Source: an optimization exercise on an open RTL-to-GDS flow (aim: small area and a short achievable clock period). Production flows keep margins and buffers that such runs may drop. In this exercise RTL edits were held to simulation tests only and were not proved equivalent to the original.

--- design/flow/run.sh ---
#!/bin/bash
# synth_recipe.tcl (not shown) runs the flow's synth.tcl, then flattens the netlist and writes it again
# the make line also repeats each setting of config.mk as NAME=value (left out here)
make -C /OpenROAD-flow-scripts/flow DESIGN_CONFIG=/design/flow/config.mk WORK_HOME=/design/flow/orfs CLKGATE_MAP_FILE= SYNTH_SCRIPT=/design/flow/synth_recipe.tcl finish
--- design/flow/config.mk ---
export PLATFORM = sky130hd
export DESIGN_NAME = overall_neural_network_training
export DESIGN_NICKNAME = overall_neural_network_training
export VERILOG_FILES = /design/flow/design.v
export SDC_FILE = /design/flow/constraint.sdc
export NUM_CORES = 4
export LEC_CHECK = 0
export CAP_MARGIN = 20
export CORE_MARGIN = 2
export CORE_UTILIZATION = 40
export SETUP_SLACK_MARGIN = 5
export SLEW_MARGIN = 20
--- design/flow/constraint.sdc ---
create_clock -name core_clock -period 10.0 [get_ports {clock}]
set_input_delay 2.0000 -clock core_clock [delete_from_list [all_inputs] [get_ports {clock}]]
set_output_delay 2.0000 -clock core_clock [all_outputs]
set_load 0.01 [all_outputs]
--- design/flow/design.v ---
module overall_neural_network_training(
	input clock,
	input reset,
	input inp_1,
	input inp_2,
	input inp_3,
	input inp_4,
	input inp_5,
	input inp_6,
	output outp_1,
	output outp_2,
	output outp_3
);
	wire [5:0] x = {inp_6, inp_5, inp_4, inp_3, inp_2, inp_1};
	wire [5:0] h;     
	wire [5:0] h_nx;  
	wire [2:0] o;     
	wire [2:0] o_nx;  
	reg  [2:0] fin;   
	reg  [5:0] xr;    
	reg  r1;          
	reg  [5:0] xc;
	reg  [5:0] hc;
	reg  [2:0] oc;
	always @(posedge clock or posedge reset)
		if (reset) begin
			xr <= 6'd0;
			r1 <= 1'b1;
			xc <= 6'h3F;
			hc <= 6'h3F;
			oc <= 3'h7;
		end else begin
			xr <= x;
			r1 <= 1'b0;
			xc <= x;
			hc <= h_nx;
			oc <= o_nx;
		end
	localparam [36*12-1:0] INIT_H = {
		12'h005, 12'hFEA, 12'h025, 12'hFF4, 12'h01C, 12'hFE1,    
		12'h013, 12'hFF1, 12'h003, 12'hFED, 12'h015, 12'hFFB,    
		12'h01D, 12'hFF1, 12'h021, 12'h01F, 12'hFE7, 12'h013,    
		12'h008, 12'hFF3, 12'h010, 12'hFEB, 12'h015, 12'hFEA,    
		12'h00C, 12'hFE5, 12'hFDB, 12'h012, 12'hFF1, 12'h020,    
		12'h019, 12'hFF6, 12'h017, 12'hFDC, 12'h00E, 12'hFE9};   
	localparam [18*12-1:0] INIT_O = {
		12'h005, 12'hFF6, 12'h023, 12'hFE3, 12'h019, 12'hFE2,    
		12'h010, 12'hFFD, 12'hFE2, 12'h006, 12'h022, 12'hFE4,    
		12'h002, 12'hFED, 12'h014, 12'h01B, 12'hFE2, 12'hFF5};   
	wire [36*12-1:0] whn;    
	wire [18*12-1:0] won;
	genvar i, j;
	generate
		for (i = 0; i < 6; i = i + 1) begin : hid
			for (j = 0; j < 6; j = j + 1) begin : syn
				synapse #(.INIT(INIT_H[(6*i+j)*12 +: 12])) s (
					.clock(clock), .reset(reset),
					.pre_w(xr[j]), .post_w(h[i]), .pre_c(xc[j]), .post_c(hc[i]),
					.w_nx(whn[(6*i+j)*12 +: 12]));
			end
			neuron_h n (
				.clock(clock), .reset(reset), .r1(r1),
				.in_nx(x), .w_nx(whn[72*i +: 72]), .spike(h[i]), .spike_nx(h_nx[i]));
		end
		for (i = 0; i < 3; i = i + 1) begin : out
			for (j = 0; j < 6; j = j + 1) begin : syn
				synapse #(.INIT(INIT_O[(6*i+j)*12 +: 12])) s (
					.clock(clock), .reset(reset),
					.pre_w(h[j]), .post_w(o[i]), .pre_c(hc[j]), .post_c(oc[i]),
					.w_nx(won[(6*i+j)*12 +: 12]));
			end
			neuron_o n (
				.clock(clock), .reset(reset), .r1(r1),
				.in_nx(h_nx), .w_nx(won[72*i +: 72]), .spike(o[i]), .spike_nx(o_nx[i]));
		end
	endgenerate
	always @(posedge clock)
		fin <= o_nx[0] ? 3'b100 : o_nx[1] ? 3'b010 : o_nx[2] ? 3'b001 : 3'b000;
	assign {outp_1, outp_2, outp_3} = fin;
endmodule
module csa_row #(parameter W = 16) (
	input [W-1:0] a,
	input [W-1:0] b,
	input [W-1:0] c,
	output [W-1:0] s,
	output [W-1:0] cy
);
	assign s = a ^ b ^ c;
	assign cy = ((a & b) | (a & c) | (b & c)) << 1;
endmodule
module lif_update(
	input [15:0] a,
	input [15:0] b,
	input low,            
	input hold,           
	output [12:0] u_nx,
	output fire
);
	wire [15:0] ts, tc;
	csa_row rt (.a(a), .b(b), .c(16'hFFFD), .s(ts), .cy(tc));    
	wire [12:0] t = ts[12:0] + tc[12:0];
	wire [15:0] th = a + b;
	wire f = ~th[15];      
	assign fire = f & ~hold;
	assign u_nx = (f | low | hold) ? 13'h1193 : t;    
endmodule
module low_test(
	input [12:0] u,
	input big,
	input [3:0] part,
	output low
);
	assign low = ~big & (((u == 13'h1193) & (part <= 4'd2)) |
	                     ((u == 13'h1194) & (part <= 4'd1)) |
	                     ((u == 13'h1195) & (part == 4'd0)));
endmodule
module neuron_h(
	input clock,
	input reset,
	input r1,
	input [5:0] in_nx,
	input [71:0] w_nx,
	output reg spike,
	output spike_nx
);
	wire [15:0] g0 = {4'd0, w_nx[11:0]  & {12{in_nx[0]}}};
	wire [15:0] g1 = {4'd0, w_nx[23:12] & {12{in_nx[1]}}};
	wire [15:0] g2 = {4'd0, w_nx[35:24] & {12{in_nx[2]}}};
	wire [15:0] g3 = {4'd0, w_nx[47:36] & {12{in_nx[3]}}};
	wire [15:0] g4 = {4'd0, w_nx[59:48] & {12{in_nx[4]}}};
	wire [15:0] g5 = {4'd0, w_nx[71:60] & {12{in_nx[5]}}};
	wire [15:0] sa, ca, sb, cb, s2, c2;
	csa_row r1a (.a(g0), .b(g1), .c(g2), .s(sa), .cy(ca));
	csa_row r1b (.a(g3), .b(g4), .c(g5), .s(sb), .cy(cb));
	csa_row r2  (.a(sa), .b(ca), .c(sb), .s(s2), .cy(c2));
	reg [12:0] p1;    
	reg [12:0] p2;    
	reg [11:0] p3;    
	always @(posedge clock) begin
		p1 <= s2[12:0];
		p2 <= c2[13:1];
		p3 <= cb[12:1];
	end
	reg [12:0] u;     
	wire [15:0] sx, cx, a, b;
	csa_row u1 (.a({3'd0, p1}), .b({2'd0, p2, 1'b0}), .c({3'd0, p3, 1'b0}), .s(sx), .cy(cx));
	csa_row u2 (.a(sx), .b(cx), .c({{3{u[12]}}, u}), .s(a), .cy(b));
	wire [12:0] u_nx;
	wire low;
	low_test lt (.u(u), .big((|p1[12:2]) | (|p2[12:1]) | (|p3[11:1])),
		.part({2'b0, p1[1:0]} + {2'b0, p2[0], 1'b0} + {2'b0, p3[0], 1'b0}), .low(low));
	lif_update up (.a(a), .b(b), .low(low), .hold(r1), .u_nx(u_nx), .fire(spike_nx));
	always @(posedge clock or posedge reset)
		if (reset) begin
			u <= 13'h1193;
			spike <= 1'b0;
		end else begin
			u <= u_nx;
			spike <= spike_nx;
		end
endmodule
module neuron_o(
	input clock,
	input reset,
	input r1,
	input [5:0] in_nx,
	input [71:0] w_nx,
	output reg spike,
	output spike_nx
);
	wire [15:0] g0 = {4'd0, w_nx[11:0]  & {12{in_nx[0]}}};
	wire [15:0] g1 = {4'd0, w_nx[23:12] & {12{in_nx[1]}}};
	wire [15:0] g2 = {4'd0, w_nx[35:24] & {12{in_nx[2]}}};
	wire [15:0] g3 = {4'd0, w_nx[47:36] & {12{in_nx[3]}}};
	wire [15:0] g4 = {4'd0, w_nx[59:48] & {12{in_nx[4]}}};
	wire [15:0] g5 = {4'd0, w_nx[71:60] & {12{in_nx[5]}}};
	wire [15:0] sa, ca, sb, cb;
	csa_row r1a (.a(g0), .b(g1), .c(g2), .s(sa), .cy(ca));
	csa_row r1b (.a(g3), .b(g4), .c(g5), .s(sb), .cy(cb));
	reg [11:0] q1;    
	reg [11:0] q2;    
	reg [11:0] q3;    
	reg [11:0] q4;    
	always @(posedge clock) begin
		q1 <= sa[11:0];
		q2 <= ca[12:1];
		q3 <= sb[11:0];
		q4 <= cb[12:1];
	end
	reg [12:0] u;     
	wire [15:0] sx, cx, sy, cy, a, b;
	csa_row u1 (.a({4'd0, q1}), .b({3'd0, q2, 1'b0}), .c({4'd0, q3}), .s(sx), .cy(cx));
	csa_row u2 (.a(sx), .b(cx), .c({{3{u[12]}}, u}), .s(sy), .cy(cy));
	csa_row u3 (.a(sy), .b(cy), .c({3'd0, q4, 1'b0}), .s(a), .cy(b));
	wire [12:0] u_nx;
	wire low;
	low_test lt (.u(u), .big((|q1[11:2]) | (|q2[11:1]) | (|q3[11:2]) | (|q4[11:1])),
		.part({2'b0, q1[1:0]} + {2'b0, q2[0], 1'b0} + {2'b0, q3[1:0]} + {2'b0, q4[0], 1'b0}),
		.low(low));
	lif_update up (.a(a), .b(b), .low(low), .hold(r1), .u_nx(u_nx), .fire(spike_nx));
	always @(posedge clock or posedge reset)
		if (reset) begin
			u <= 13'h1193;
			spike <= 1'b0;
		end else begin
			u <= u_nx;
			spike <= spike_nx;
		end
endmodule
module synapse #(parameter [11:0] INIT = 12'd0) (
	input clock,
	input reset,
	input pre_w,      
	input post_w,
	input pre_c,      
	input post_c,
	output [11:0] w_nx    
);
	reg [11:0] w;
	reg [11:0] cp;    
	reg [11:0] cm;    
	reg f;            
	wire zp = ~|cp[10:0];
	wire zm1 = ~|cm[10:1];
	wire zm = zm1 & ~cm[0];
	wire fp = cp[11] ^ cp[7] ^ cp[1] ^ cp[0] ^ zp;
	wire fm = cm[11] ^ cm[7] ^ cm[1] ^ cm[0] ^ zm;
	wire hold_p = pre_c & ~(post_c & f);
	wire step_p = ~pre_c & ~f;
	wire one_p = ~pre_c & f;
	wire hold_m = post_c & ~(pre_c & f);
	wire step_m = ~post_c & ~f;
	wire one_m = ~post_c & f;
	wire [11:0] cp_nx = ({12{hold_p}} & cp) | ({12{step_p}} & {cp[10:0], fp}) | {11'd0, one_p};
	wire [11:0] cm_nx = ({12{hold_m}} & cm) | ({12{step_m}} & {cm[10:0], fm}) | {11'd0, one_m};
	wire up1 = ~pre_w & post_w & (f | zp);
	wire up3 = pre_w & post_w;
	wire dn2 = pre_w & ~post_w & (f | zm);
	wire dn4 = pre_w & ~post_w & ~f & zm1 & cm[0] & ~cm[11];
	wire [2:0] d = {dn2 | dn4, up3 | dn2, up1 | up3};
	wire [3:0] lo = {1'b0, w[2:0]} + {1'b0, d};
	wire inc = (up1 | up3) & lo[3];
	wire dec = (dn2 | dn4) & ~lo[3];
	reg [11:0] wn;
	reg all1, all0;
	integer k;
	always @(*) begin
		wn[2:0] = lo[2:0];
		all1 = 1'b1;
		all0 = 1'b1;
		for (k = 3; k < 12; k = k + 1) begin
			wn[k] = w[k] ^ ((inc & all1) | (dec & all0));
			all1 = all1 & w[k];
			all0 = all0 & ~w[k];
		end
	end
	assign w_nx = wn;
	always @(posedge clock or posedge reset)
		if (reset) begin
			f <= 1'b1;
			w <= INIT;
		end else begin
			f <= pre_c & post_c;
			w <= wn;
		end
	always @(posedge clock) begin
		cp <= cp_nx;
		cm <= cm_nx;
	end
endmodule
==> results of run 1 <==
flip-flops by register name, indices dropped and copies added (netlist names), 18 cells and up:
| name | cells |
|---|---|
| hid.syn.s.cm | 432 |
| hid.syn.s.f | 36 |
| out.n.q3 | 36 |
| out.syn.s.w | 216 |
| out.syn.s.f | 18 |
| out.n.q4 | 36 |
| out.n.q1 | 36 |
| hid.n.p1 | 78 |
| hid.n.p2 | 72 |
| hid.n.u | 78 |
| out.syn.s.cp | 216 |
| hid.syn.s.w | 432 |
| out.n.u | 39 |
| hid.n.p3 | 72 |
| hid.syn.s.cp | 432 |
| out.n.q2 | 36 |
| out.syn.s.cm | 216 |
Yosys cell counts, drive strengths merged, types with 27 or more instances:
master / count / share of area (%)
and2: 380 / 1.8
o21ai: 673 / 2.6
clkbuf: 522 / 1.5
o31a: 45 / 0.30
nand2: 1420 / 4.1
a211oi: 59 / 0.34
a41oi: 37 / 0.25
fa: 597 / 9.1
and3: 68 / 0.33
nor4b: 46 / 0.37
ha: 513 / 4.9
o32ai: 29 / 0.21
nor3: 260 / 1.0
a21oi: 244 / 0.95
a32o: 315 / 2.4
dfstp: 436 / 8.8
or3: 89 / 0.43
or2: 43 / 0.21
o22ai: 95 / 0.45
nand3: 247 / 0.94
mux2i: 626 / 4.8
a311oi: 45 / 0.30
a22o: 319 / 2.1
or4: 34 / 0.20
a41o: 27 / 0.21
dfxtp: 1665 / 25
nor4: 375 / 1.9
a22oi: 99 / 0.57
nand4: 101 / 0.48
a32oi: 30 / 0.20
a21o: 94 / 0.54
nor2: 580 / 1.7
xnor2: 590 / 4.0
nor2b: 108 / 0.52
inv: 1025 / 2.9
buf: 81 / 0.26
a31oi: 63 / 0.30
xor2: 372 / 2.5
dfrtp: 414 / 7.9
nand2b: 100 / 0.48
layout make-up:
type,count,area share (%)
Sequential cell,2515,38.3
Tap cell,4346,3.77
Inverter,1026,2.68
Antenna cell,1,0.00174
Clock buffer,416,5.84
Clock inverter,106,0.727
Multi-Input combinational cell,8974,48.3
Timing Repair Buffer,72,0.439
how the worst max path moves through the flow:
| stage | startpoint | to | cells after the start |
|---|---|---|---|
| global route | xr[0]$_DFF_PP0_ | hid[3].n.p1[8]$_DFF_P_ | 13 |
| global placement | xr[4]$_DFF_PP0_ | hid[2].n.p1[11]$_DFF_P_ | 11 |
| detailed placement | xr[4]$_DFF_PP0_ | hid[2].n.p1[11]$_DFF_P_ | 11 |
| floorplan | reset | hid[0].n.spike$_DFF_PP0_ | 1 |
| finish | hid[2].n.spike$_DFF_PP0_ | hid[2].n.p1[8]$_DFF_P_ | 13 |
| CTS | xr[3]$_DFF_PP0_ | hid[2].n.p1[10]$_DFF_P_ | 12 |
worst register-to-register path, delay by kind of cell, from the launching register on:
kind                       cells  cell delay (ns)
AOI/OAI and AO/OA              2             0.42
adders and majority gates      3             1.27
buffers and inverters          3             1.14
and+or+nand+nor                4             1.11
xor gates and xnor gates       1             0.26
DFF                            1             0.44
metrics by stage:
stage	std cells	instance area (µm²)	hold slack [ns]	setup TNS (ns)	util [%]
floorplan	13119	131000	0.431	-1417.75	-
detailed placement	16925	135000	0.444	0	41.3
global route	17456	144000	0.479	0	44.2
finish	17456	144000	0.453	0	44.2
CTS	17451	144000	0.456	0	44.2
global placement	16925	135000	0.445	0	41.3
logic make-up after synthesis:
kind of cell	synth area share, %
xor+xnor	6.45
buf+inv	4.71
other cells	0.00287
flops	42.1
compound gates	12.8
fa+ha+maj	14.0
mux	4.81
simple gates	15.1
routing by layer:
metal  wire length, µm  GRT usage [%]
met4              8090           5.11
met3             10100           2.24
met2            130000           27.6
met5                15              0
met1            141000           24.5
what timing repair did:
action / CTS / global route
setup buffers: 4 / 4
gates cloned: 0 / 0
resized for setup: 1 / 3
endpoints found under the setup margin: 3 / 9
==> results.toml, run 1 <==
[routing]
first_pass_iters = 6
antenna_left = 0
viasPerCell = 5.20
drc = 0
dr.first_iter.drc_count = 5621
wl_um = 290000
wl_per_cell_um = 16.6
via_count = 90840

[logic_synthesis]
synth_ff_type = "dfxtp_1"
yosys.cell_types.count = 101
synthCells = 13119
syn_area_um2 = 131000
synth.yosys.seq_area_share_pct = 42.1
ys.warnings.count = 45
avgSynthCellArea_um2 = 9.97
async_flop_share_pct = 33.8
ys_ff_latch = 2515
synth_enable_flop_cells = 0
synth_nets = 14237

[timing]
finalCritPeriodShare_pct = 47.3
worst_pin_slew_ns = 1.18
fmax_mhz = 211
drv_slew = 0
rsz0062_at_grt = "no"
setup_violations = 0
clock_skew_ns = 0.0435
period_needed_ns = 4.73
fin_ws_ns = 5.27
final-hold-violation-count = 0
slew_headroom_pct = 20.8

[run_status]
status = "complete, no violations"

[finish]
final_cell_mix = "dfxtp_1 (1,665), nand2_1 (1,419), inv_1 (1,021)"
layout_commonest_cell = "dfxtp_1"
syn_to_final_growth_pct = 10.2
fill_cells = 30988
regArea_um2 = 55200
multi_input_area_um2 = 69600
drive_above_1_share_pct = 8.29
final_nets = 13991

[cts]
cts_sinks = 2515
clkLatencyLatePin_ns = 0.90
ctsHoldBuffers = 0
cts_max_path_buffers = 4
cts_made_buffers = 284
htree_num_levels = 5
clk_pin_slew_ns = 0.06
cts_root_buf = "clkbuf_16"
tritoncts = "done"

[worst_setup_path]
crit_path_start_kind = "flip-flop"
reg2regPathDepth = 13
crit_chain = "buf_4, inv_1, nand2_1, nor2_1, ha_1, a21o_1, nor4_2, a22oi_1, xnor2_1, nand2_1, fa_1, inv_1, fa_1"
slowest_stage = "nor4_2"
r2r_setup_slack_ns = 5.27
worstPathArrival_ns = 5.49
crit_family = "adder cells"
r2r-end = "hid[2].n.p1[8]$_DFF_P_"
max_stage_delay_ns = 0.61
crit_fanout = 31
required_ns = 10.76
r2r_start = "hid[2].n.spike$_DFF_PP0_"
cp_num_buf_inv = 3
endpoint_kind = "flip-flop"
worst-setup-path-type = "reg -> reg"

[hold_path]
min_to = "hid[2].syn[3].s.w[11]$_DFF_PP0_"
hold_path_class = "reg -> reg"
whs_path_depth = 1
min_from = "hid[2].syn[3].s.w[11]$_DFF_PP0_"

[global_route]
grt_pass1_wl_um = 477000
grt_pass1_vias = 89335
grt_max_degree = 154
antenna_found_initial = 10
grt_util_all_layers_pct = 17.3
gr-total-overflow = 0

[floorplanning]
num_rows = 210
start_util_pct = 40.1
fp.dieW_um = 576
dieArea_um2 = 332000
core_area_um2 = 326000
die_height_um = 576
io_pins = 11

[placed_design]
portBuffers = 10
dp_slack_ns = 4.96
dp.final_hpwl_um = 202000
globalplace.congestion = 0.824

[flow_run]
drv_cap = 0
==> inputs of run 2 (changes only) <==
--- a/design/flow/config.mk
+++ b/design/flow/config.mk
@@ -7,6 +7,6 @@
 export LEC_CHECK = 0
 export CAP_MARGIN = 20
 export CORE_MARGIN = 2
-export CORE_UTILIZATION = 40
+export CORE_UTILIZATION = 65
 export SETUP_SLACK_MARGIN = 5
 export SLEW_MARGIN = 20
==> run 2 against run 1 <==
Still clean on timing, DRC and antenna. Synthesized cell count did not move. Sequential cell count did not move. Setup slack got worse by 0.0027 ns. Wire length rose by 2.0%. Critical path depth rose by 2. Hold slack barely moved. Largest cell class unchanged.
==> results.toml, run 2 <==
[timing]
worst_pin_slew_ns = 1.07
setup_violations = 0
finalCritPeriodShare_pct = 47.4
fin_ws_ns = 5.26
clock_skew_ns = 0.0466
final-hold-violation-count = 0
rsz0062_at_grt = "yes"
slew_headroom_pct = 27.1
holdWs_ns = 0.453
drv_slew = 0
fmax_mhz = 211
period_needed_ns = 4.74

[worst_setup_path]
crit_top_cell = "fa_1"
r2r_start = "hid[1].syn[2].s.cm[1]$_DFF_P_"
worst-setup-path-type = "reg -> reg"
slowest_stage = "fa_1"
worstPathArrival_ns = 5.53
r2r-end = "hid[1].n.p1[5]$_DFF_P_"
max_stage_delay_ns = 0.58
reg2regPathDepth = 15
crit_chain = "nor4_1, nand3_1, nor2_1, nor3_2, nor2_2, ha_1, a21o_1, a21oi_1, nor3b_1, a22oi_1, xnor2_1, nand2_1, fa_1, inv_1, fa_1"
crit_fanout = 5
endpoint_kind = "flip-flop"
crit_path_start_kind = "flip-flop"
required_ns = 10.80
r2r_setup_slack_ns = 5.26

[finish]
final_nets = 13986
regArea_um2 = 55200
fin_util_pct = 71.0
largest_registers = "hid.syn.s.cm: 432 flops, hid.syn.s.cp: 432 flops, hid.syn.s.w: 432 flops"
drive_above_1_share_pct = 8.06
layout_commonest_cell = "dfxtp_1"
fill_cells = 14875
syn_to_final_growth_pct = 8.52
multi_input_area_um2 = 69600
final_cell_mix = "dfxtp_1 (1,665), nand2_1 (1,419), inv_1 (1,023)"

[cts]
post_cts_buffers = 0
cts_max_path_buffers = 4
htree_num_levels = 5
cts_made_buffers = 284
cts_sinks = 2515
clk_pin_slew_ns = 0.06
tritoncts = "done"
clkLatencyLatePin_ns = 0.94
cts_root_buf = "clkbuf_16"

[logic_synthesis]
yosysMostFrequentCell = "dfxtp_1"
synth.yosys.seq_area_share_pct = 42.1
avgSynthCellArea_um2 = 9.97
async_flop_share_pct = 33.8
ys_ff_latch = 2515
synthCells = 13119
yosysTopAreaCellShare_pct = 25.5
synth_top_area_cell = "dfxtp_1"
synth_area_leaders = "dfxtp_1 (25%), fa_1 (9.1%), dfstp_2 (8.8%), dfrtp_1 (7.9%), ha_1 (4.9%)"
synth_nets = 14237
yosys.cell_types.count = 101
syn_area_um2 = 131000
synth_ff_type = "dfxtp_1"
ys.warnings.count = 45
synth_enable_flop_cells = 0
synth_common_cells = "dfxtp_1 (1,665), nand2_1 (1,419), inv_1 (1,024)"

[floorplanning]
core_area_um2 = 200000
die_height_um = 453
fp.dieW_um = 453
num_rows = 164
start_util_pct = 65.5
io_pins = 11
dieArea_um2 = 205000

[placed_design]
dp.final_hpwl_um = 208000
globalplace.congestion = 0.909
portBuffers = 10
dp_slack_ns = 5.04

[routing]
wl_um = 296000
dr.first_iter.drc_count = 6918
wl_per_cell_um = 18.8
viasPerCell = 5.99
via_count = 94205
antenna_left = 0
first_pass_iters = 6
drc = 0

[global_route]
gr-total-overflow = 0
antenna_found_initial = 13
grt_pass1_wl_um = 484000
grt_max_degree = 135
grt_util_all_layers_pct = 28.7
grt_pass1_vias = 93682

[hold_path]
min_from = "hid[5].syn[3].s.w[11]$_DFF_PP0_"
whs_path_depth = 1
hold_path_class = "reg -> reg"
min_to = "hid[5].syn[3].s.w[11]$_DFF_PP0_"

[flow_run]
drv_cap = 0

[run_status]
status = "complete, no violations"
## run 2: cells by family (layout without fill, tap and decap cells)
| group | Yosys count | count (layout) | synth area share (%) |
|---|---|---|---|
| simple gates | 3945 | 3945 | 15.1 |
| flops | 2515 | 2515 | 42.1 |
| compound gates | 2328 | 2328 | 12.8 |
| buf+inv | 1630 | 1589 | 4.71 |
| fa+ha+maj | 1110 | 1110 | 14.0 |
| xor+xnor | 962 | 962 | 6.45 |
| mux | 628 | 628 | 4.81 |
| other cells | 1 | 7 | 0.00287 |
## run 2: worst max-delay path by stage
stage | start | end | slack [ns] | depth (start not counted)
detailed placement | hid[1].syn[2].s.cm[1]$_DFF_P_ | hid[1].n.p1[5]$_DFF_P_ | 5.04 | 15
global placement | hid[1].n.spike$_DFF_PP0_ | hid[1].n.p1[5]$_DFF_P_ | 4.65 | 12
CTS | hid[1].syn[2].s.cm[1]$_DFF_P_ | hid[1].n.p1[5]$_DFF_P_ | 5.03 | 15
global route | hid[1].syn[2].s.cm[2]$_DFF_P_ | hid[1].n.p1[5]$_DFF_P_ | 5.00 | 15
floorplan | reset | hid[0].n.spike$_DFF_PP0_ | -3.32 | 1
finish | hid[1].syn[2].s.cm[1]$_DFF_P_ | hid[1].n.p1[5]$_DFF_P_ | 5.26 | 15
## run 2: routing by layer
layer	share of wire [%]	up-vias	track usage [%]
met3	4.7	479	3.53
met2	46	2102	45.8
li1	-	45076	-
met4	2.6	0	8.50
met1	47	46548	41.1
met5	0	-	0
## run 2: what timing repair did
action | CTS | global route
setup endpoints to repair | 0 | 32
hold buffers | 0 | 0
gates resized for setup | 0 | 4
## run 2: metrics by stage
stage	instances	cell area, µm²	setup TNS [ns]
CTS	15734	142000	0
detailed placement	15238	133000	0
global placement	15238	133000	0
finish	15740	142000	0
floorplan	13119	131000	-1417.75
global route	15735	142000	0
## run 2: worst max-delay path: cells and delay by family (launching register included)
family,cells,cell delay [ns]
DFF,1,0.35
adders and majority gates,3,1.34
and+or+nand+nor,7,1.94
buffers and inverters,1,0.07
xor gates and xnor gates,1,0.26
AOI/OAI and AO/OA,3,0.62
## run 2: layout make-up
class | instances | share of cell area (%)
Clock inverter | 82 | 0.669
Multi-Input combinational cell | 8974 | 49.0
Timing Repair Buffer | 67 | 0.391
Antenna cell | 6 | 0.0106
Tap cell | 2656 | 2.34
Sequential cell | 2515 | 38.9
Inverter | 1026 | 2.71
Clock buffer | 414 | 5.97
==> inputs of run 3 (changes only) <==
==> design/flow/flow/run.sh (new file) <==
#!/bin/bash
set -euo pipefail
SETUP_SLACK_MARGIN=6 bash standard.sh > standard.log 2>&1
==> design/flow/standard.sh (new file) <==
#!/bin/bash
# synth_recipe.tcl (not shown) runs the flow's synth.tcl, then flattens the netlist and writes it again
# the make line also repeats each setting of config.mk as NAME=value (left out here)
make -C /OpenROAD-flow-scripts/flow DESIGN_CONFIG=/design/flow/config.mk WORK_HOME=/design/flow/orfs CLKGATE_MAP_FILE= SYNTH_SCRIPT=/design/flow/synth_recipe.tcl "${@:-finish}"
--- a/design/flow/config.mk
+++ b/design/flow/config.mk
@@ -7,6 +7,5 @@
 export LEC_CHECK = 0
 export CAP_MARGIN = 20
 export CORE_MARGIN = 2
-export CORE_UTILIZATION = 65
-export SETUP_SLACK_MARGIN = 5
+export CORE_UTILIZATION = 55
 export SLEW_MARGIN = 20
removed: design/flow/run.sh
==> run 3 against run 2 <==
First-iteration DRC count fell by 10%. Synthesized cell count did not move. Cell count rose by 5.3%. Critical endpoint is now out[2].n.q1[2]$_DFF_P_. Critical path type unchanged. Utilization fell by 7.3 points.
==> results.toml, run 3 <==
[timing]
fmax_mhz = 244
final-hold-violation-count = 0
setup_violations = 0
drv_slew = 0
period_needed_ns = 4.10
worst_pin_slew_ns = 1.07
finalCritPeriodShare_pct = 41.0
rsz0062_at_grt = "yes"
clock_skew_ns = 0.0411
slew_headroom_pct = 28.7

[worst_setup_path]
worst-setup-path-type = "reg -> reg"
slowest_stage = "fa_1"
cp_num_buf_inv = 4
crit_family = "adder cells"
crit_chain = "fa_1, fa_2, fa_2, a211oi_2, o21ai_1, a211o_1, a21o_4, a21oi_4, buf_12, buf_12, buf_16, nand2_2, fa_2, inv_1"
critical_path_depth = 14
crit_fanout = 8
r2r_start = "hid[2].n.p1[2]$_DFF_P_"
crit_top_cell = "fa_2"
reg2regPathDepth = 14
required_ns = 10.79
crit_start = "hid[2].n.p1[2]$_DFF_P_"
r2r_setup_slack_ns = 5.90
worstPathArrival_ns = 4.89
max_stage_delay_ns = 0.58
endpoint_kind = "flip-flop"
crit_path_start_kind = "flip-flop"

[finish]
largest_registers = "hid.syn.s.cm: 432 flops, hid.syn.s.cp: 432 flops, hid.syn.s.w: 432 flops"
final_area_um2 = 151000
drive_above_1_share_pct = 15.2
fin_util_pct = 63.7
final_nets = 14294
fill_cells = 18982
layout_commonest_cell = "dfxtp_1"
syn_to_final_growth_pct = 15.5
final_cell_mix = "dfxtp_1 (1,599), nand2_1 (1,309), inv_1 (1,005)"

[floorplanning]
io_pins = 11
fp.dieW_um = 492
dieArea_um2 = 242000
core_area_um2 = 237000
start_util_pct = 55.2
num_rows = 179
die_height_um = 492

[logic_synthesis]
synth_nets = 14237
syn_area_um2 = 131000
yosysTopAreaCellShare_pct = 25.5
synthCells = 13119
yosysMostFrequentCell = "dfxtp_1"
synth_top_area_cell = "dfxtp_1"
synth_common_cells = "dfxtp_1 (1,665), nand2_1 (1,419), inv_1 (1,024)"
yosys.cell_types.count = 101
synth_area_leaders = "dfxtp_1 (25%), fa_1 (9.1%), dfstp_2 (8.8%), dfrtp_1 (7.9%), ha_1 (4.9%)"
synth.yosys.seq_area_share_pct = 42.1
synth_ff_type = "dfxtp_1"
synth_enable_flop_cells = 0
ys_ff_latch = 2515
async_flop_share_pct = 33.8
avgSynthCellArea_um2 = 9.97
ys.warnings.count = 45

[global_route]
gr-total-overflow = 0
grtUsageMet1_pct = 35.3
grt_use_met2_pct = 41.4
met3_usage_pct = 3.33
antenna_found_initial = 20
grt_util_all_layers_pct = 25.5
grt.busiest_layer = "met2"
grt_max_degree = 134
grt_pass1_vias = 93712
grt_pass1_wl_um = 503000

[cts]
cts_sinks = 2515
tritoncts = "done"
clkLatencyLatePin_ns = 0.92
clk_pin_slew_ns = 0.06
htree_num_levels = 5
cts_root_buf = "clkbuf_16"
ctsHoldBuffers = 0
cts_max_path_buffers = 4
cts_made_buffers = 292

[routing]
drc = 0
via_count = 95120
viasPerCell = 5.74
wl_per_cell_um = 19.5
antenna_left = 0
first_pass_iters = 6
wl_um = 323000
dr.first_iter.drc_count = 6206

[hold_path]
hold_path_class = "reg -> reg"
whs_path_depth = 1
min_from = "hid[1].syn[0].s.w[11]$_DFF_PP0_"

[placed_design]
dpl_cell_area_um2 = 133000
dp.final_hpwl_um = 211000
globalplace.congestion = 0.873
portBuffers = 10

[run_status]
status = "complete, no violations"

[flow_run]
drv_cap = 0
run 3: cell type report:
class	instances	area, µm²	area share (%)
Antenna cell	7	17.5	0.0116
Clock buffer	451	8690	5.75
Clock inverter	62	608	0.402
Inverter	1026	3890	2.57
Multi-Input combinational cell	8974	74400	49.2
Sequential cell	2515	55400	36.6
Tap cell	3167	3960	2.62
Timing Repair Buffer	367	4230	2.80
run 3: worst reg2reg max path: cells and delay by family (launching register included):
family / cells / cell delay (ns)
AO/OA/AOI/OAI: 5 / 1.03
adder cells (fa/ha/maj): 4 / 1.98
buffers and inverters: 4 / 0.53
flip-flops: 1 / 0.36
AND/OR/NAND/NOR: 1 / 0.08
run 3: what timing repair did:
| item | in CTS | in global routing |
|---|---|---|
| setup endpoints to repair | 290 | 287 |
| setup buffers | 84 | 171 |
| resized for setup | 395 | 669 |
| pin swaps | 95 | 328 |
| gates cloned | 27 | 13 |
run 3: metrics by stage:
stage               hold slack, ns  setup slack (ns)  cells  setup TNS (ns)
global route                 0.474              5.78  16563               0
detailed placement           0.450              5.28  15754               0
global placement             0.450              5.00  15753               0
CTS                          0.460              5.90  16378               0
finish                       0.461              5.90  16569               0
floorplan                    0.431             -3.32  13119        -1417.75
run 3: per-layer routing:
layer  part of all wire [%]  vias to the layer above
met4                    3.3                        2
li1                       -                    45713
met1                     46                    47163
met3                    4.1                      518
met5                 0.0059                        -
met2                     47                     1724
run 3: cells by family (layout without fill, tap and decap cells):
group | count (synthesis) | count (layout) | synth area share, %
multiplexers | 628 | 628 | 4.81
AND/OR/NAND/NOR | 3945 | 3945 | 15.1
other | 1 | 8 | 0.00287
AO/OA/AOI/OAI | 2328 | 2328 | 12.8
buffers and inverters | 1630 | 1906 | 4.71
flip-flops | 2515 | 2515 | 42.1
adder cells (fa/ha/maj) | 1110 | 1110 | 14.0
XOR/XNOR | 962 | 962 | 6.45
run 3: path summary, 6_finish.rpt:
path / to
min in group asynchronous: hid[0].syn[4].s.w[3]$_DFF_PP0_
max in group asynchronous: xr[4]$_DFF_PP0_
setup reg to reg: out[2].n.q1[2]$_DFF_P_
hold reg to reg: hid[1].syn[0].s.w[11]$_DFF_PP0_
setup / recovery: out[2].n.q1[2]$_DFF_P_
hold / removal: hid[1].syn[0].s.w[11]$_DFF_PP0_
==> inputs of run 4 (changes only) <==
==> design/flow/flow/run.sh (replaced) <==
#!/bin/bash
set -euo pipefail
SETUP_SLACK_MARGIN=7 bash standard.sh > standard.log 2>&1
==> run 4 against run 3 <==
Synthesized cell count unchanged. Clock skew up 0.016 ns. Critical endpoint is now out[0].n.q1[6]$_DFF_P_. Non-clock buffer count up 683. Largest cell class unchanged. Highest routed layer unchanged.
==> results.toml, run 4 <==
[run_status]
status = "complete, no violations"

[finish]
final_cell_mix = "dfxtp_1 (1,504), nand2_1 (1,249), inv_1 (866)"
largest_registers = "hid.syn.s.cm: 432 flops, hid.syn.s.cp: 432 flops, hid.syn.s.w: 432 flops"
syn_to_final_growth_pct = 26.4
final_nets = 14985
drive_above_1_share_pct = 27.7
layout_commonest_cell = "dfxtp_1"
instances_no_fill = 17261
fin_util_pct = 69.7

[worst_setup_path]
r2r-end = "out[0].n.q1[6]$_DFF_P_"
max_stage_delay_ns = 0.53
crit_top_cell = "buf_12"
crit_chain = "fa_1, fa_1, ha_4, a21o_1, a211o_1, o22a_1, a21o_1, a21oi_4, buf_12, buf_12, buf_12, buf_16, nand2_1, fa_2, inv_1"
crit_path_start_kind = "flip-flop"
crit_end = "out[0].n.q1[6]$_DFF_P_"
r2r_start = "hid[1].n.p1[12]$_DFF_P_"
crit_fanout = 5
r2r_setup_slack_ns = 5.84
slowest_stage = "fa_1"
crit_start = "hid[1].n.p1[12]$_DFF_P_"
required_ns = 10.82
endpoint_kind = "flip-flop"
reg2regPathDepth = 15
worst-setup-path-type = "reg -> reg"
worstPathArrival_ns = 4.98

[global_route]
gr-total-overflow = 0
antenna_found_initial = 13
grt_max_degree = 116
grt_pass1_wl_um = 538000
grt_util_all_layers_pct = 27.4
grt_pass1_vias = 99036

[floorplanning]
dieArea_um2 = 242000
start_util_pct = 55.2
core_area_um2 = 237000
fp.dieW_um = 492
io_pins = 11
num_rows = 179
die_height_um = 492

[routing]
wl_per_cell_um = 20.3
drc = 0
first_pass_iters = 5
antenna_left = 0
wl_um = 351000
dr.first_iter.drc_count = 6761
via_count = 99776
viasPerCell = 5.78

[logic_synthesis]
synth.yosys.seq_area_share_pct = 42.1
synth_enable_flop_cells = 0
yosys.cell_types.count = 101
synth_common_cells = "dfxtp_1 (1,665), nand2_1 (1,419), inv_1 (1,024)"
synth_ff_type = "dfxtp_1"
avgSynthCellArea_um2 = 9.97
yosysTopAreaCellShare_pct = 25.5
synth_top_area_cell = "dfxtp_1"
synthCells = 13119
synth_area_leaders = "dfxtp_1 (25%), fa_1 (9.1%), dfstp_2 (8.8%), dfrtp_1 (7.9%), ha_1 (4.9%)"
yosysMostFrequentCell = "dfxtp_1"
async_flop_share_pct = 33.8
synth_nets = 14237
syn_area_um2 = 131000
ys.warnings.count = 45
ys_ff_latch = 2515

[timing]
finalCritPeriodShare_pct = 41.6
final-hold-violation-count = 0
worst_pin_slew_ns = 0.980
rsz0062_at_grt = "yes"
clock_skew_ns = 0.0567
tns_ns = 0
fmax_mhz = 240
slew_headroom_pct = 34.6
drv_slew = 0
period_needed_ns = 4.16
fin_ws_ns = 5.84
setup_violations = 0

[cts]
cts_max_path_buffers = 4
cts_sinks = 2515
ctsHoldBuffers = 0
tritoncts = "done"
clkLatencyLatePin_ns = 0.93
htree_num_levels = 5
cts_made_buffers = 297
clk_pin_slew_ns = 0.06
cts_root_buf = "clkbuf_16"

[placed_design]
globalplace.congestion = 0.865
dp_slack_ns = 5.13
portBuffers = 10
dp_cells = 15748
dp.final_hpwl_um = 213000

[hold_path]
hold_path_class = "reg -> reg"

[flow_run]
drv_cap = 0
-- run 4: cell families (layout without fill, tap and decap cells) --
group,Yosys count,in the layout,synth area share (%)
compound gates,2328,2329,12.8
xor+xnor,962,962,6.45
fa+ha+maj,1110,1110,14.0
other cells,1,6,0.00287
flops,2515,2515,42.1
mux,628,628,4.81
buf+inv,1630,2598,4.71
simple gates,3945,3946,15.1
-- run 4: worst min-delay path by stage --
stage | startpoint | to | slack, ns | depth (start not counted)
6_report | hid[3].syn[5].s.w[11]$_DFF_PP0_ | hid[3].syn[5].s.w[11]$_DFF_PP0_ | 0.45 | 1
5_1_grt | hid[3].syn[5].s.w[11]$_DFF_PP0_ | hid[3].syn[5].s.w[11]$_DFF_PP0_ | 0.47 | 1
4_1_cts | out[0].syn[3].s.w[11]$_DFF_PP0_ | out[0].syn[3].s.w[11]$_DFF_PP0_ | 0.46 | 1
3_5_place_dp | hid[5].syn[3].s.w[11]$_DFF_PP0_ | hid[5].syn[3].s.w[11]$_DFF_PP0_ | 0.45 | 1
3_3_place_gp | hid[2].syn[3].s.w[11]$_DFF_PP0_ | hid[2].syn[3].s.w[11]$_DFF_PP0_ | 0.45 | 1
2_1_floorplan | hid[2].syn[3].s.w[11]$_DFF_PP0_ | hid[2].syn[3].s.w[11]$_DFF_PP0_ | 0.43 | 1
-- run 4: area by class of cell --
class,instances,area (µm²)
Multi-Input combinational cell,8976,80800
Timing Repair Buffer,1050,11300
Clock inverter,82,941
Fill cell,17316,71800
Sequential cell,2515,55600
Antenna cell,5,12.5
Inverter,1026,3950
Timing Repair inverter,1,8.76
Clock buffer,439,8780
Tap cell,3167,3960
-- run 4: per-layer routing --
| layer | vias to the layer above | routed length, µm | track usage (%) |
|---|---|---|---|
| li1 | 47093 | - | - |
| met1 | 49992 | 157000 | 37.6 |
| met2 | 2028 | 167000 | 45.2 |
| met3 | 661 | 15200 | 3.72 |
| met4 | 2 | 11200 | 8.25 |
| met5 | - | 13 | 0 |
-- run 4: metrics by stage --
stage | instance area [µm²] | hold WS (ns)
6_report | 165000 | 0.454
5_1_grt | 165000 | 0.466
3_5_place_dp | 133000 | 0.447
3_3_place_gp | 133000 | 0.447
2_1_floorplan | 131000 | 0.431
4_1_cts | 157000 | 0.459
-- run 4: what timing repair did --
item / in CTS / in global routing
pin swaps: 735 / 760
cloned: 41 / 8
buffers inserted: 632 / 306
gates resized for setup: 1710 / 1226
endpoints found under the setup margin: 1556 / 1206
hold endpoints to repair: 0 / 0
-- run 4: critical path: cells and delay by family (launching register included) --
kind / cells / cell delay [ns]
and+or+nand+nor: 1 / 0.09
adders and majority gates: 4 / 1.72
DFF: 1 / 0.41
buffers and inverters: 5 / 0.64
AOI/OAI and AO/OA: 5 / 1.16
==> inputs of run 5 (changes only) <==
==> design/flow/flow/run.sh (replaced) <==
#!/bin/bash
set -euo pipefail
SETUP_SLACK_MARGIN=6.5 bash standard.sh > standard.log 2>&1
==> run 5 against run 4 <==
Still clean on timing, DRC and antenna. Sequential share of layout area grew 1.4 points. Global-route usage down 0.50 points. Sequential cell count unchanged. Utilization fell by 2.9 points. Non-clock buffer count shrank 318. Clock-buffer cell count decreased by 5. Die area is the same. Highest routed layer is now met4.
==> results.toml, run 5 <==
[run_status]
status = "complete, no violations"

[finish]
fin_util_pct = 66.9
layout_commonest_cell = "dfxtp_1"
drive_above_1_share_pct = 22.6
largest_registers = "hid.syn.s.cm: 432 flops, hid.syn.s.cp: 432 flops, hid.syn.s.w: 432 flops"
final_area_um2 = 159000
syn_to_final_growth_pct = 21.2
final_cell_mix = "dfxtp_1 (1,542), nand2_1 (1,217), inv_1 (888)"
final_nets = 14665
instances_no_fill = 16944

[routing]
first_pass_iters = 8
viasPerCell = 5.76
wl_per_cell_um = 19.8
dr.first_iter.drc_count = 6339
via_count = 97532
wl_um = 336000
drc = 0
antenna_left = 0

[floorplanning]
num_rows = 179
die_height_um = 492
start_util_pct = 55.2
core_area_um2 = 237000
dieArea_um2 = 242000
io_pins = 11
fp.dieW_um = 492

[logic_synthesis]
synth.yosys.seq_area_share_pct = 42.1
synth_mux_area_share_pct = 4.81
yosys.cell_types.count = 101
synth_area_leaders = "dfxtp_1 (25%), fa_1 (9.1%), dfstp_2 (8.8%), dfrtp_1 (7.9%), ha_1 (4.9%)"
synth_top_family_by_area = "simple AND/OR/NAND/NOR gates"
syn_area_um2 = 131000
synthCells = 13119
synth_compound_area_share_pct = 12.8
ys_ff_latch = 2515
synth_xor_xnor_area_share_pct = 6.45
yosysMostFrequentCell = "dfxtp_1"
avgSynthCellArea_um2 = 9.97
async_flop_share_pct = 33.8
synth_common_cells = "dfxtp_1 (1,665), nand2_1 (1,419), inv_1 (1,024)"
synthSimpleGateAreaFrac_pct = 15.1
synthAdderAreaFrac_pct = 14.0
synth_enable_flop_cells = 0
synth_top_area_cell = "dfxtp_1"
synth_ff_type = "dfxtp_1"
synth_nets = 14237
yosysTopAreaCellShare_pct = 25.5
ys.warnings.count = 45

[timing]
clock_skew_ns = 0.0389
period_needed_ns = 4.14
slew_headroom_pct = 22.6
drv_slew = 0
setup_violations = 0
final-hold-violation-count = 0
rsz0062_at_grt = "yes"
worst_pin_slew_ns = 1.16
finalCritPeriodShare_pct = 41.4
fmax_mhz = 241

[cts]
htree_num_levels = 5
cts_made_buffers = 296
clkLatencyLatePin_ns = 0.92
cts_max_path_buffers = 4
cts_sinks = 2515
clk_pin_slew_ns = 0.06
tritoncts = "done"
ctsHoldBuffers = 0
cts_root_buf = "clkbuf_16"

[worst_setup_path]
crit_chain = "fa_1, fa_1, ha_4, a21o_1, a211o_1, o22a_1, a21o_1, a21oi_4, buf_12, buf_12, buf_16, buf_16, buf_16, nand2_4, fa_2, inv_1"
crit_family = "adder cells"
crit_top_cell = "buf_16"
required_ns = 10.81
max_stage_delay_ns = 0.56
endpoint_kind = "flip-flop"
r2r_setup_slack_ns = 5.86
slowest_stage = "fa_1"
worst-setup-path-type = "reg -> reg"
r2r_start = "hid[2].n.p3[11]$_DFF_P_"
crit_path_start_kind = "flip-flop"
cp_num_buf_inv = 6
r2r-end = "out[2].n.q1[11]$_DFF_P_"
reg2regPathDepth = 16
worstPathArrival_ns = 4.96
crit_fanout = 4

[global_route]
gr-total-overflow = 0
antenna_found_initial = 9
grt_max_degree = 149
grt_pass1_vias = 97847
grt_util_all_layers_pct = 26.9
grt_pass1_wl_um = 529000

[flow_run]
drv_cap = 0

[hold_path]
whs_path_depth = 1
min_to = "hid[4].syn[5].s.w[11]$_DFF_PP0_"
hold_path_class = "reg -> reg"
min_from = "hid[4].syn[5].s.w[11]$_DFF_PP0_"

[placed_design]
portBuffers = 10
dp.final_hpwl_um = 211000
dpl_cell_area_um2 = 133000
dp_cells = 15746
globalplace.congestion = 0.854
run 5: cell types whose count changed in the layout (fill, tap and decap cells not counted), moves of 49 or more:
cell | previous run | this run
xnor2_1 | 487 | 540
nor4_1 | 147 | 205
fa_2 | 247 | 186
buf_4 | 595 | 461
nor4_4 | 150 | 101
buf_6 | 300 | 131
fa_1 | 350 | 411
xnor2_2 | 95 | 44
run 5: stage by stage:
stage | setup WS (ns) | hold WS, ns | setup TNS [ns]
floorplan | -3.32 | 0.431 | -1417.75
global placement | 4.75 | 0.444 | 0
detailed placement | 4.79 | 0.447 | 0
CTS | 5.87 | 0.459 | 0
global route | 5.62 | 0.469 | 0
finish | 5.86 | 0.462 | 0
run 5: kinds of logic (layout without fill, tap and decap cells):
group           after synthesis  count (layout)
compound gates             2328            2329
xor+xnor                    962             963
fa+ha+maj                  1110            1110
buf+inv                    1630            2281
flops                      2515            2515
mux                         628             628
other cells                   1               6
simple gates               3945            3945
run 5: area by class of cell:
type	count	area, µm²
Fill cell	17966	78600
Timing Repair Buffer	732	8030
Antenna cell	5	12.5
Clock inverter	89	957
Clock buffer	434	8620
Tap cell	3167	3960
Sequential cell	2515	55500
Inverter	1026	3910
Multi-Input combinational cell	8976	77600
run 5: worst max path at each step:
stage                                              from                       end  slack, ns  depth (start not counted)
after global placement         hid[1].n.spike$_DFF_PP0_    hid[1].n.p1[8]$_DFF_P_       4.75                         13
after global routing      hid[3].syn[0].s.cm[2]$_DFF_P_    hid[3].n.p1[5]$_DFF_P_       5.62                         17
after floorplan                                   reset  hid[0].n.spike$_DFF_PP0_      -3.32                          1
final                           hid[2].n.p3[11]$_DFF_P_   out[2].n.q1[11]$_DFF_P_       5.86                         16
after CTS                 hid[1].syn[0].s.cm[7]$_DFF_P_    hid[1].n.p1[8]$_DFF_P_       5.87                         16
after detailed placement       hid[1].n.spike$_DFF_PP0_    hid[1].n.p1[8]$_DFF_P_       4.79                         13
run 5: repair_timing:
action	4_1_cts	5_1_grt
gates resized for setup	1390	712
cloned	44	3
pin swaps	569	461
hold endpoints to repair	0	0
setup buffers	445	178
endpoints found under the setup margin	472	573
run 5: layer usage:
| metal | up-vias | GRT usage (%) | wire [µm] |
|---|---|---|---|
| li1 | 46432 | - | - |
| met1 | 48746 | 37.1 | 152000 |
| met2 | 1794 | 44.1 | 159000 |
| met3 | 560 | 3.52 | 14400 |
| met4 | 0 | 8.37 | 10500 |
| met5 | - | 0 | 0 |
==> inputs of run 6 (changes only) <==
==> design/flow/run.sh (new file) <==
#!/bin/bash
# synth_recipe.tcl (not shown) runs the flow's synth.tcl, then flattens the netlist and writes it again
# the make line also repeats each setting of config.mk as NAME=value (left out here)
make -C /OpenROAD-flow-scripts/flow DESIGN_CONFIG=/design/flow/config.mk WORK_HOME=/design/flow/orfs CLKGATE_MAP_FILE= SYNTH_SCRIPT=/design/flow/synth_recipe.tcl finish
--- a/design/flow/config.mk
+++ b/design/flow/config.mk
@@ -8,4 +8,5 @@
 export CAP_MARGIN = 20
 export CORE_MARGIN = 2
 export CORE_UTILIZATION = 55
+export SETUP_SLACK_MARGIN = 5
 export SLEW_MARGIN = 20
removed: design/flow/flow/run.sh
removed: design/flow/standard.sh
==> run 6 against run 5 <==
Final area fell by 9.8%. Cell count decreased by 4.0%. Clock skew increased by 0.0035 ns. Utilization fell by 6.6 points. Via count fell by 4.6%. Sequential share of layout area rose by 3.6 points. Hold slack worse by 0.0037 ns. Critical endpoint is now hid[3].n.p1[7]$_DFF_P_.
==> results.toml, run 6 <==
[run_status]
status = "complete, no violations"

[worst_setup_path]
crit_fanout = 11
endpoint_kind = "flip-flop"
required_ns = 10.76
worst-setup-path-type = "reg -> reg"
worstPathArrival_ns = 5.50
crit_path_start_kind = "flip-flop"

[global_route]
gr-total-overflow = 0
grt_util_all_layers_pct = 24.7
grt_max_degree = 154
grt_pass1_vias = 92673
grt_pass1_wl_um = 492000
antenna_found_initial = 9

[finish]
layout_commonest_cell = "dfxtp_1"
instances_no_fill = 16266
final_area_um2 = 143000
fin_util_pct = 60.3
final_cell_mix = "dfxtp_1 (1,665), nand2_1 (1,419), inv_1 (1,022)"
largest_registers = "hid.syn.s.cm: 432 flops, hid.syn.s.cp: 432 flops, hid.syn.s.w: 432 flops"
final_nets = 13992
drive_above_1_share_pct = 8.21
syn_to_final_growth_pct = 9.32

[timing]
drv_slew = 0
clock_skew_ns = 0.0424
slew_headroom_pct = 20.6
final-hold-violation-count = 0
period_needed_ns = 4.74
fmax_mhz = 211
finalCritPeriodShare_pct = 47.4
fin_ws_ns = 5.26
rsz0062_at_grt = "no"
worst_pin_slew_ns = 1.18
setup_violations = 0

[floorplanning]
start_util_pct = 55.2
dieArea_um2 = 242000
die_height_um = 492
io_pins = 11
fp.dieW_um = 492
core_area_um2 = 237000
num_rows = 179

[logic_synthesis]
yosysTopAreaCellShare_pct = 25.5
avgSynthCellArea_um2 = 9.97
ys_ff_latch = 2515
ys.warnings.count = 45
syn_area_um2 = 131000
synth_top_area_cell = "dfxtp_1"
synth_enable_flop_cells = 0
synth_nets = 14237
synth_area_leaders = "dfxtp_1 (25%), fa_1 (9.1%), dfstp_2 (8.8%), dfrtp_1 (7.9%), ha_1 (4.9%)"
synth_common_cells = "dfxtp_1 (1,665), nand2_1 (1,419), inv_1 (1,024)"
synth_ff_type = "dfxtp_1"
synth.yosys.seq_area_share_pct = 42.1
yosys.cell_types.count = 101
async_flop_share_pct = 33.8
yosysMostFrequentCell = "dfxtp_1"
synthCells = 13119

[cts]
clk_pin_slew_ns = 0.06
cts_max_path_buffers = 4
cts_made_buffers = 292
tritoncts = "done"
htree_num_levels = 5
cts_root_buf = "clkbuf_16"
ctsHoldBuffers = 0
clkLatencyLatePin_ns = 0.92
cts_sinks = 2515

[routing]
via_count = 93061
wl_um = 303000
viasPerCell = 5.72
dr.first_iter.drc_count = 5678
drc = 0
wl_per_cell_um = 18.6
first_pass_iters = 6
antenna_left = 0

[placed_design]
dpl_cell_area_um2 = 133000
dp_cells = 15746
dp.final_hpwl_um = 215000
dp_slack_ns = 5.13
globalplace.congestion = 0.862
portBuffers = 10

[flow_run]
drv_cap = 0

[hold_path]
hold_path_class = "reg -> reg"
run 6: kinds of logic (layout without fill, tap and decap cells):
family | count (synthesis) | in the layout | share of synthesized area (%)
other cells | 1 | 4 | 0.00287
buf+inv | 1630 | 1607 | 4.71
simple gates | 3945 | 3945 | 15.1
compound gates | 2328 | 2328 | 12.8
flops | 2515 | 2515 | 42.1
mux | 628 | 628 | 4.81
xor+xnor | 962 | 962 | 6.45
fa+ha+maj | 1110 | 1110 | 14.0
run 6: layout make-up:
cell class / instances / area, µm²
Timing Repair Buffer: 65 / 586
Tap cell: 3167 / 3960
Clock buffer: 420 / 8710
Fill cell: 19814 / 94100
Clock inverter: 96 / 1070
Multi-Input combinational cell: 8974 / 69600
Inverter: 1026 / 3860
Antenna cell: 3 / 7.51
Sequential cell: 2515 / 55200
run 6: critical path: stages (launching register included):
cell and delay, ns:
dfrtp_1 0.65, buf_4 0.37, inv_1 0.40, nor2_1 0.28
ha_1 0.27, a21o_1 0.17, a2111o_1 0.49, nor4b_2 0.45
mux2i_1 0.18, xnor2_1 0.20, nand2_1 0.10, fa_1 0.55
inv_1 0.05, fa_1 0.43
run 6: metal layers:
metal  part of all wire, %  vias up  GRT usage, %
met5                     0        -             0
met4                   2.5        0          6.81
met3                   3.4      455          2.74
met2                    47     1452          40.8
met1                    47    46082          34.5
li1                      -    45072             -
run 6: worst paths after layout:
kind                                                  from  slack, ns                              end  cells after the start
setup / recovery                           xr[0]$_DFF_PP0_       5.26           hid[3].n.p1[7]$_DFF_P_                     13
max in group asynchronous                            reset       6.45   hid[1].syn[2].s.w[8]$_DFF_PP0_                      4
hold reg to reg            hid[2].syn[5].s.w[11]$_DFF_PP0_       0.46  hid[2].syn[5].s.w[11]$_DFF_PP0_                      1
hold / removal             hid[2].syn[5].s.w[11]$_DFF_PP0_       0.46  hid[2].syn[5].s.w[11]$_DFF_PP0_                      1
min in group asynchronous                            reset       1.52  hid[0].syn[3].s.w[11]$_DFF_PP0_                      2
setup reg to reg                           xr[0]$_DFF_PP0_       5.26           hid[3].n.p1[7]$_DFF_P_                     13
run 6: what timing repair did:
action                                 in CTS  in global routing
endpoints found under the hold margin       0                  0
setup buffers                               0                  1
resized for setup                           0                  4
setup endpoints to repair                   0                 12
run 6: stage by stage:
stage          hold slack [ns]  TNS [ns]
4_1_cts                  0.461         0
3_3_place_gp             0.444         0
6_report                 0.458         0
2_1_floorplan            0.431  -1417.75
3_5_place_dp             0.444         0
5_1_grt                  0.470         0
==> inputs of run 7 (changes only) <==
==> design/flow/flow/run.sh (new file) <==
#!/bin/bash
set -euo pipefail
SETUP_SLACK_MARGIN=6 bash standard.sh > standard.log 2>&1
==> design/flow/standard.sh (new file) <==
#!/bin/bash
# synth_recipe.tcl (not shown) runs the flow's synth.tcl, then flattens the netlist and writes it again
# the make line also repeats each setting of config.mk as NAME=value (left out here)
make -C /OpenROAD-flow-scripts/flow DESIGN_CONFIG=/design/flow/config.mk WORK_HOME=/design/flow/orfs CLKGATE_MAP_FILE= SYNTH_SCRIPT=/design/flow/synth_recipe.tcl "${@:-finish}"
--- a/design/flow/config.mk
+++ b/design/flow/config.mk
@@ -7,6 +7,8 @@
 export LEC_CHECK = 0
 export CAP_MARGIN = 20
 export CORE_MARGIN = 2
-export CORE_UTILIZATION = 55
-export SETUP_SLACK_MARGIN = 5
+export CORE_UTILIZATION = 65
+export CTS_BUF_LIST = sky130_fd_sc_hd__clkbuf_16
+export CTS_CLUSTER_DIAMETER = 70
+export CTS_CLUSTER_SIZE = 24
 export SLEW_MARGIN = 20
removed: design/flow/run.sh
==> run 7 against run 6 <==
Utilization increased by 13 points. Still clean on timing, DRC and antenna. Die area decreased by 15%. Clock skew decreased by 0.0052 ns. Wire length increased by 3.3%. Critical path type unchanged. Highest routed layer unchanged. Setup slack improved by 0.53 ns. Maximum frequency increased by 12%.
==> results.toml, run 7 <==
[run_status]
status = "complete, no violations"

[hold_path]
whs_path_depth = 1
hold_path_class = "reg -> reg"

[timing]
clock_skew_ns = 0.0372
drv_slew = 0
rsz0062_at_grt = "yes"
period_needed_ns = 4.22
tns_ns = 0
setup_violations = 0
fin_ws_ns = 5.78
finalCritPeriodShare_pct = 42.2
slew_headroom_pct = 31.0
worst_pin_slew_ns = 1.04
fmax_mhz = 237
final-hold-violation-count = 0

[finish]
syn_to_final_growth_pct = 11.9
regArea_um2 = 55400
multi_input_area_um2 = 74300
fill_cells = 14108
largest_registers = "hid.syn.s.cm: 432 flops, hid.syn.s.cp: 432 flops, hid.syn.s.w: 432 flops"
drive_above_1_share_pct = 14.4
final_nets = 14180
layout_commonest_cell = "dfxtp_1"
fin_util_pct = 73.3
final_cell_mix = "dfxtp_1 (1,591), nand2_1 (1,265), inv_1 (1,037)"

[logic_synthesis]
ys.warnings.count = 45
synth_enable_flop_cells = 0
synth.yosys.seq_area_share_pct = 42.1
synth_compound_area_share_pct = 12.8
synth_ff_type = "dfxtp_1"
synth_nets = 14237
synthAdderAreaFrac_pct = 14.0
async_flop_share_pct = 33.8
synth_top_family_by_area = "simple AND/OR/NAND/NOR gates"
yosys.cell_types.count = 101
synth_mux_area_share_pct = 4.81
syn_area_um2 = 131000
avgSynthCellArea_um2 = 9.97
synth_area_leaders = "dfxtp_1 (25%), fa_1 (9.1%), dfstp_2 (8.8%), dfrtp_1 (7.9%), ha_1 (4.9%)"
synth_top_area_cell = "dfxtp_1"
synthSimpleGateAreaFrac_pct = 15.1
synthCells = 13119
yosysMostFrequentCell = "dfxtp_1"
synth_xor_xnor_area_share_pct = 6.45
synth_common_cells = "dfxtp_1 (1,665), nand2_1 (1,419), inv_1 (1,024)"
yosysTopAreaCellShare_pct = 25.5
ys_ff_latch = 2515

[placed_design]
globalplace.congestion = 0.890
dp_slack_ns = 5.06
portBuffers = 10
dp.final_hpwl_um = 205000

[worst_setup_path]
crit_path_start_kind = "flip-flop"
worst-setup-path-type = "reg -> reg"
endpoint_kind = "flip-flop"
required_ns = 10.79
worstPathArrival_ns = 5.01
reg2regPathDepth = 13
crit_fanout = 4

[floorplanning]
start_util_pct = 65.5
fp.dieW_um = 453
core_area_um2 = 200000
io_pins = 11
dieArea_um2 = 205000
num_rows = 164
die_height_um = 453

[routing]
wl_um = 313000
first_pass_iters = 6
via_count = 95359
wl_per_cell_um = 19.7
drc = 0
antenna_left = 0
viasPerCell = 6.02
dr.first_iter.drc_count = 6811

[global_route]
grt_pass1_wl_um = 490000
grt_pass1_vias = 93652
grt_max_degree = 136
gr-total-overflow = 0
grt_util_all_layers_pct = 29.3
antenna_found_initial = 6

[cts]
cts_max_path_buffers = 3
clkLatencyLatePin_ns = 0.84
cts_made_buffers = 149
htree_num_levels = 4
ctsHoldBuffers = 0
cts_root_buf = "clkbuf_16"
cts_sinks = 2515
clk_pin_slew_ns = 0.10
tritoncts = "done"

[flow_run]
drv_cap = 0
-- run 7: cell counts after synthesis --
No cell type changed its count.
-- run 7: final cells by class --
| type | count | area share (%) |
|---|---|---|
| Clock buffer | 164 | 2.80 |
| Inverter | 1026 | 2.66 |
| Multi-Input combinational cell | 8974 | 50.7 |
| Clock inverter | 112 | 0.705 |
| Sequential cell | 2515 | 37.8 |
| Antenna cell | 2 | 0.00342 |
| Tap cell | 2656 | 2.27 |
| Timing Repair Buffer | 396 | 3.06 |
-- run 7: logic make-up after synthesis --
family	Yosys count
xor+xnor	962
simple gates	3945
fa+ha+maj	1110
flops	2515
mux	628
buf+inv	1630
other cells	1
compound gates	2328
-- run 7: path summary, 6_finish.rpt --
| check | from | endpoint | slack [ns] |
|---|---|---|---|
| worst max-delay path | xr[0]$_DFF_PP0_ | hid[3].n.p1[7]$_DFF_P_ | 5.78 |
| worst min-delay path | hid[2].syn[1].s.w[11]$_DFF_PP0_ | hid[2].syn[1].s.w[11]$_DFF_PP0_ | 0.46 |
| worst max register to register | xr[0]$_DFF_PP0_ | hid[3].n.p1[7]$_DFF_P_ | 5.78 |
| worst min register to register | hid[2].syn[1].s.w[11]$_DFF_PP0_ | hid[2].syn[1].s.w[11]$_DFF_PP0_ | 0.46 |
| max in group asynchronous | reset | out[0].syn[3].s.w[11]$_DFF_PP0_ | 6.33 |
| min in group asynchronous | reset | hid[0].syn[3].s.w[6]$_DFF_PP0_ | 1.62 |
-- run 7: repair_timing --
action | CTS | global route
gates resized for setup | 384 | 744
cloned | 27 | 14
buffers inserted | 105 | 183
pin swaps | 100 | 385
setup endpoints to repair | 302 | 289
-- run 7: per-stage QoR --
| step | instances | instance area (µm²) | hold slack [ns] |
|---|---|---|---|
| floorplan | 13119 | 131000 | 0.431 |
| global placement | 15238 | 133000 | 0.449 |
| detailed placement | 15238 | 133000 | 0.446 |
| CTS | 15646 | 141000 | 0.458 |
| global route | 15844 | 146000 | 0.484 |
| finish | 15845 | 146000 | 0.465 |
-- run 7: metal layers --
| metal | vias to the layer above | share of wire, % | GRT usage [%] | routed length [µm] |
|---|---|---|---|---|
| met5 | - | 0 | 0 | 0 |
| met3 | 483 | 4.2 | 3.11 | 13000 |
| met1 | 47443 | 45 | 40.3 | 140000 |
| met4 | 0 | 3.6 | 9.26 | 11300 |
| met2 | 2050 | 48 | 48.7 | 149000 |
| li1 | 45383 | - | - | - |
-- run 7: critical path, cell delays in order (launching register included) --
cell and delay [ns]:
dfrtp_4 0.57, a311oi_2 0.52, nor2_1 0.09, ha_1 0.22, a21o_1 0.20, a2111o_1 0.45, nor4b_4 0.38, buf_4 0.20
mux2i_1 0.08, xnor2_1 0.25, nand2_1 0.12, fa_1 0.53, inv_1 0.05, fa_2 0.50

[static timing again, ports no longer ideal]
In the flow no input, the clock included, has a driving cell. The finished layouts below were timed again as built, in two steps. Step 1, drivers: a clkbuf_16 drives clock and a buf_2 each remaining input, both assumed. Step 2 moves the port delays by t, midway between the first and last clock arrival at a register: inputs arrive t later, outputs are due t later. That takes back most of the time a late clock gives input paths. Three values: no drivers, after step 1, after step 2; two values: the first two.
run	shift t [ns]	setup slack, ns	worst hold slack (ns)	worst data-port slew with drivers (ns)
run 1	0.970	5.267 / 5.267 / 5.267	0.453 / 0.453 / 0.453	0.10
run 2	0.996	5.264 / 5.264 / 5.264	0.453 / 0.453 / 0.453	0.07
run 3	0.990	5.901 / 5.901 / 5.312	0.461 / 0.461 / 0.461	0.04
run 4	1.000	5.841 / 5.841 / 5.585	0.454 / 0.454 / 0.454	0.08
run 5	1.010	5.858 / 5.858 / 5.360	0.462 / 0.462 / 0.462	0.09
run 6	0.987	5.255 / 5.255 / 5.255	0.458 / 0.458 / 0.458	0.09
run 7	0.916	5.781 / 5.781 / 5.386	0.465 / 0.465 / 0.465	0.06
After both steps setup and hold are still met in every run listed. For run 3, which loses most, drivers alone change the setup slack by 0.000 ns; drivers and shift together by -0.589 ns.
